From an optimization exercise on the open Yosys and OpenROAD flow, aimed at small area and few clock cycles; shortcuts taken in it are not production practice.
RTL that was checked went through simulation tests only; none was proved equivalent to the original.
No activity file was given, so power comes from the tool's default toggle rates.

Setup of the previous run:
==> flow/design.v (excerpt) <==
module mips_top(
    input         clk,
    input         reset,
    output [31:0] imem_addr,
    input  [31:0] imem_data,
    output [31:0] dmem_addr,
    output [31:0] dmem_wdata,
    output        dmem_we,
    input  [31:0] dmem_rdata
    );
	wire [31:0] inst = imem_data;
	wire [5:0]  op   = inst[31:26];
	wire [3:0]  fn   = inst[3:0];
	wire isR   = (op == 6'b000000);
	wire isLW  = (op == 6'b100011);
	wire isSW  = (op == 6'b101011);
	wire isBEQ = (op == 6'b000100);
	wire isJ   = (op == 6'b000010);
	reg  [31:2] pc;
	reg  [31:0] rf [0:15];
	wire [511:0] q;
	genvar gi;
	generate
		for (gi = 0; gi < 16; gi = gi + 1) begin : rfq
			assign q[32*gi +: 32] = rf[gi];
		end
	endgenerate
	wire [31:0] a, b;
	rf_read rda(.sel(inst[24:21]), .q(q), .y(a));
	rf_read rdb(.sel(inst[19:16]), .q(q), .y(b));
	wire [31:0] imm = {{16{inst[15]}}, inst[15:0]};
	wire        sub  = ~op[5] & (op[2] | fn[1]);
	wire [31:0] bop  = op[5] ? imm : b;
	wire [32:0] sum  = {1'b0, a} + {1'b0, bop ^ {32{sub}}} + {32'd0, sub};
	wire        ltu  = ~sum[32];
	wire        eq   = (sum[31:0] == 32'd0);
	reg  [31:0] rres;
	always @(*) begin
		case (fn)
			4'b0000, 4'b0010: rres = sum[31:0];
			4'b0100:          rres = a & b;
			4'b0101:          rres = a | b;
			4'b1010:          rres = {31'd0, ltu};
			default:          rres = 32'd0;
		endcase
	end
	wire        we   = isR | isLW;
	wire [3:0]  wreg = isR ? inst[14:11] : inst[19:16];
	wire [31:0] wd   = isLW ? dmem_rdata : rres;
	wire [31:0] wd0  = reset ? 32'd0 : wd;
	wire [3:0]  wd1  = reset ? 4'hf : wd[3:0];
  ...
For scale: roughly 160 I/O pins, ~28000 um2 of cells after synthesis.
Settings: LEC_CHECK=0, CAP_MARGIN=20, CORE_MARGIN=2, CORE_UTILIZATION=65, GPL_TIMING_DRIVEN=0, PLACE_DENSITY=0.75, SLEW_MARGIN=20, SYNTH_HIERARCHICAL=1; clock period 8.0 ns.
run.sh (not shown) runs the stock make flow with config.mk's settings and CLKGATE_MAP_FILE= SYNTH_SCRIPT=/design/flow/synth_recipe.tcl, a recipe that flattens the netlist after the stock synthesis.
The previous run: flow complete, layout not clean; failing: negative setup slack
--- input diff the previous run..the current run ---
- PLACE_DENSITY changed from 0.75 to 0.6
- CORE_UTILIZATION changed from 65 to 40
- GPL_TIMING_DRIVEN removed (was 0)
==> comparison <==
- The current run did not stop at any stage, and its layout met the timing, DRC and antenna checks.
- Cell at the slowest stage of the critical path = o311ai_1: the current run; cell at the slowest stage of the critical path = nor4b_4: the previous run
- Part of the total power dissipated in combinational logic in the current run is 2.1 points higher than in the previous run
- Looking at worst setup slack across both flows, the current run is the stronger of the two, with the previous run trailing.
- Re measured slew at the worst slew-check pin: the current run and the previous run aren't equal, and the higher value belongs to the previous run.
No functional check of the RTL was part of any run of this note.

* * *

Setup of build 68:
mips_top, a different RTL version from the one above (not shown whole).
Size: roughly 1,800 cells after synthesis, about 160 I/O pins, roughly 25,000 um^2 of cells after synthesis.
Settings: LEC_CHECK=0, CAP_MARGIN=20, CORE_MARGIN=2, CORE_UTILIZATION=48, CTS_BUF_LIST=sky130_fd_sc_hd__clkbuf_16, CTS_CLUSTER_DIAMETER=90, CTS_CLUSTER_SIZE=30, GPL_TIMING_DRIVEN=1, PLACE_DENSITY=0.62, SLEW_MARGIN=0, SYNTH_HIERARCHICAL=1; clock period 8.0 ns.
standard.sh (not shown) runs the stock make flow with config.mk's settings and CLKGATE_MAP_FILE= SYNTH_SCRIPT=/design/flow/synth_recipe.tcl, a recipe that flattens the netlist after the stock synthesis.
==> flow/flow/run.sh <==
#!/bin/bash
# The standard layout, with one change: the port buffers are buf_2 cells
# (the standard flow picks a slow delay cell).
set -euo pipefail
export BUFFER_PORTS_ARGS="-buffer_cell sky130_fd_sc_hd__buf_2"
bash standard.sh > standard.log 2>&1
Testbench counts of build 68, summed over its fixed seeds: cycles 74,808.
Inputs modified between build 68 and build 86:
# build 68
export LEC_CHECK = 0
export CAP_MARGIN = 20
export CORE_MARGIN = 2
export CORE_UTILIZATION = 48
export CTS_BUF_LIST = sky130_fd_sc_hd__clkbuf_16
export CTS_CLUSTER_DIAMETER = 90
export CTS_CLUSTER_SIZE = 30
export GPL_TIMING_DRIVEN = 1
export PLACE_DENSITY = 0.62
export SLEW_MARGIN = 0
export SYNTH_HIERARCHICAL = 1
create_clock -name core_clock -period 8.0 [get_ports {clk}]
# build 86
export LEC_CHECK = 0
export CAP_MARGIN = 20
export CORE_MARGIN = 2
export CORE_UTILIZATION = 48
export CTS_BUF_LIST = sky130_fd_sc_hd__clkbuf_16
export CTS_CLUSTER_DIAMETER = 80
export CTS_CLUSTER_SIZE = 28
export GPL_TIMING_DRIVEN = 1
export PLACE_DENSITY = 0.62
export SLEW_MARGIN = 0
export SYNTH_HIERARCHICAL = 1
create_clock -name core_clock -period 8.0 [get_ports {clk}]
### Flow results
Build 86 finished end to end and its layout was clean on timing, DRC and antenna.
Reported for build 86 and build 68, synthesized instance count turned out identical to the last digit.
Compared with build 68, build 86 shows a combinational group share of total power that is 0.7 points lower.
Diff build 86..build 68 | count of endpoints failing setup in the final report | unchanged
Build 86 ends up with a routing usage on met1 that is 0.50 points lower than in build 68.
First-iteration DRC count: build 86 higher than build 68
As far as number of levels in the clock H-tree goes, build 68 and build 86 are indistinguishable; the numbers are identical.
Input-level comparison between build 5 and build 86:
# build 86
export LEC_CHECK = 0
export CAP_MARGIN = 20
export CORE_MARGIN = 2
export CORE_UTILIZATION = 48
export CTS_BUF_LIST = sky130_fd_sc_hd__clkbuf_16
export CTS_CLUSTER_DIAMETER = 80
export CTS_CLUSTER_SIZE = 28
export GPL_TIMING_DRIVEN = 1
export PLACE_DENSITY = 0.62
export SLEW_MARGIN = 0
export SYNTH_HIERARCHICAL = 1
create_clock -name core_clock -period 8.0 [get_ports {clk}]
# build 5
export LEC_CHECK = 0
export CAP_MARGIN = 20
export CORE_MARGIN = 2
export CORE_UTILIZATION = 56
export CTS_BUF_LIST = sky130_fd_sc_hd__clkbuf_16
export CTS_CLUSTER_DIAMETER = 80
export CTS_CLUSTER_SIZE = 28
export GPL_TIMING_DRIVEN = 0
export PLACE_DENSITY = 0.7
export SLEW_MARGIN = 20
export SYNTH_HIERARCHICAL = 1
create_clock -name core_clock -period 8.0 [get_ports {clk}]
Notes after the runs:
[diff] final worst clock skew, build 5 relative to build 86: improvement
Going from build 86 to build 5, via count now larger, final instance area comparable, fraction of layout instances using a drive strength above 1 now larger, fraction of standard cell area in multi-input logic now larger, worst-case vdd ir drop now smaller.
For build 5, the cell type of the slowest stage on the worst timing path was sky130_fd_sc_hd__nor2_4, unlike build 86, where it was sky130_fd_sc_hd__xnor2_1.
Taking build 86 as the reference, in build 5 total combinational power has remained practically unchanged, number of multi-input combinational cells has remained practically unchanged, wire length of the first global-routing pass has decreased.
Input-level comparison between build 52 and build 5:
# build 5
export LEC_CHECK = 0
export CAP_MARGIN = 20
export CORE_MARGIN = 2
export CORE_UTILIZATION = 56
export CTS_BUF_LIST = sky130_fd_sc_hd__clkbuf_16
export CTS_CLUSTER_DIAMETER = 80
export CTS_CLUSTER_SIZE = 28
export GPL_TIMING_DRIVEN = 0
export PLACE_DENSITY = 0.7
export SLEW_MARGIN = 20
export SYNTH_HIERARCHICAL = 1
create_clock -name core_clock -period 8.0 [get_ports {clk}]
# build 52
export LEC_CHECK = 0
export CAP_MARGIN = 20
export CORE_MARGIN = 2
export CORE_UTILIZATION = 48
export CTS_BUF_LIST = sky130_fd_sc_hd__clkbuf_16
export CTS_CLUSTER_DIAMETER = 80
export CTS_CLUSTER_SIZE = 28
export GPL_TIMING_DRIVEN = 0
export PLACE_DENSITY = 0.62
export SLEW_MARGIN = 0
export SYNTH_HIERARCHICAL = 1
create_clock -name core_clock -period 8.0 [get_ports {clk}]
==> run summary <==
For filler cell count, dividing the value from build 5 by the value from build 52 gives 0.75.
The sequential share of layout area of build 52 and that of build 5 are within noise of each other.
Across both runs, first-pass GRT wire length was higher for build 52 than for build 5.
Combinational power: build 5 vs build 52 — no meaningful difference
From build 5 to build 52 the numbers moved as follows: worst setup slack went up; fmax went up.
[inputs] build 10 vs build 52
# build 52
export LEC_CHECK = 0
export CAP_MARGIN = 20
export CORE_MARGIN = 2
export CORE_UTILIZATION = 48
export CTS_BUF_LIST = sky130_fd_sc_hd__clkbuf_16
export CTS_CLUSTER_DIAMETER = 80
export CTS_CLUSTER_SIZE = 28
export GPL_TIMING_DRIVEN = 0
export PLACE_DENSITY = 0.62
export SLEW_MARGIN = 0
export SYNTH_HIERARCHICAL = 1
create_clock -name core_clock -period 8.0 [get_ports {clk}]
# build 10
export LEC_CHECK = 0
export CAP_MARGIN = 20
export CORE_MARGIN = 2
export CORE_UTILIZATION = 48
export CTS_BUF_LIST = sky130_fd_sc_hd__clkbuf_16
export CTS_CLUSTER_DIAMETER = 80
export CTS_CLUSTER_SIZE = 28
export GPL_TIMING_DRIVEN = 0
export PLACE_DENSITY = 0.62
export SLEW_MARGIN = 20
export SYNTH_HIERARCHICAL = 1
create_clock -name core_clock -period 8.0 [get_ports {clk}]
--- outcome ---
- The final layout from build 10, which completed every stage, passed the timing, DRC and antenna checks at the end of the flow.
- On utilization, build 10 tracks build 52 almost exactly.
- Sum of met2 wire segment lengths after detailed routing: build 52 and build 10 compared, lower one is build 10
- Compared with build 52, in build 10 share of the cycle needed by the critical path after routing saw an increase, net switching power figure up 0.53%, routed wire length fell about 0.4%.
- Compared to build 52, build 10 has clock input transition at the sequential cells of the worst setup and hold paths 20 ps lower.
- The run showing the smaller fraction of area in multi-input gates is build 52.
- Build 10 -> build 52: cts-stage hold buffer count flat
Edits applied to the flow inputs when going from build 10 to build 95:
# build 10
export LEC_CHECK = 0
export CAP_MARGIN = 20
export CORE_MARGIN = 2
export CORE_UTILIZATION = 48
export CTS_BUF_LIST = sky130_fd_sc_hd__clkbuf_16
export CTS_CLUSTER_DIAMETER = 80
export CTS_CLUSTER_SIZE = 28
export GPL_TIMING_DRIVEN = 0
export PLACE_DENSITY = 0.62
export SLEW_MARGIN = 20
export SYNTH_HIERARCHICAL = 1
create_clock -name core_clock -period 8.0 [get_ports {clk}]
# build 95
export LEC_CHECK = 0
export CAP_MARGIN = 20
export CORE_MARGIN = 2
export CORE_UTILIZATION = 48
export CTS_BUF_LIST = sky130_fd_sc_hd__clkbuf_16
export CTS_CLUSTER_DIAMETER = 80
export CTS_CLUSTER_SIZE = 28
export GPL_TIMING_DRIVEN = 1
export PLACE_DENSITY = 0.62
export SLEW_MARGIN = 20
export SYNTH_HIERARCHICAL = 1
create_clock -name core_clock -period 8.0 [get_ports {clk}]
## What came out
Changes observed in build 95 relative to build 10: cell-internal power now larger, met2 wirelength from detailed routing now smaller, wire length after detailed routing now larger, remaining number of nets flagged by the antenna check after routing comparable, final period demand of the worst path now smaller.
Build 95 and build 10 ended up with nearly the same routed wire length per instance.
Of the two candidates, build 10 has the better clock power and build 95 the worse one.
Taking build 10 as the reference, in build 95 utilization went down by 0.29 points; post-route met1 wirelength now larger; total number of nets in the final design rose by about 1.7%; flip-flop and latch count closely matched the old numbers.

## afterwards: timing with drivers on the ports
No port has a modelled driver above. Below, the same layouts with a new extraction and two added sets of constraints. Step 1 sets driving cells, clkbuf_16 on the clock port and buf_2 on the other inputs (assumed; they add their load-dependent delay and slew). Step 2, shift: input delay + t, output delay - t, t = (earliest + latest rising clock arrival at the registers) / 2. This alone moves slack from input paths to output paths. Three values: ideal ports, drivers, drivers and shift; two values: the first two.
| run | t (ns) | slack for setup (ns) | cell pins on the clock port's net |
|---|---|---|---|
| the previous run | 0.703 | -0.110 / -0.155 / -0.155 | 1 |
| the current run | 0.700 | 0.123 / 0.061 / 0.061 | 1 |
| build 68 | 0.667 | 0.344 / 0.314 / 0.314 | 1 |
| build 86 | 0.686 | 0.300 / 0.267 / 0.267 | 1 |
| build 5 | 0.663 | 0.132 / 0.105 / 0.105 | 1 |
| build 52 | 0.665 | 0.163 / 0.142 / 0.142 | 1 |
| build 10 | 0.667 | 0.146 / 0.120 / 0.120 | 1 |
| build 95 | 0.679 | 0.204 / 0.172 / 0.172 | 1 |
For the current run, which loses most, drivers alone change the setup slack by -0.062 ns; drivers and shift together by -0.062 ns.
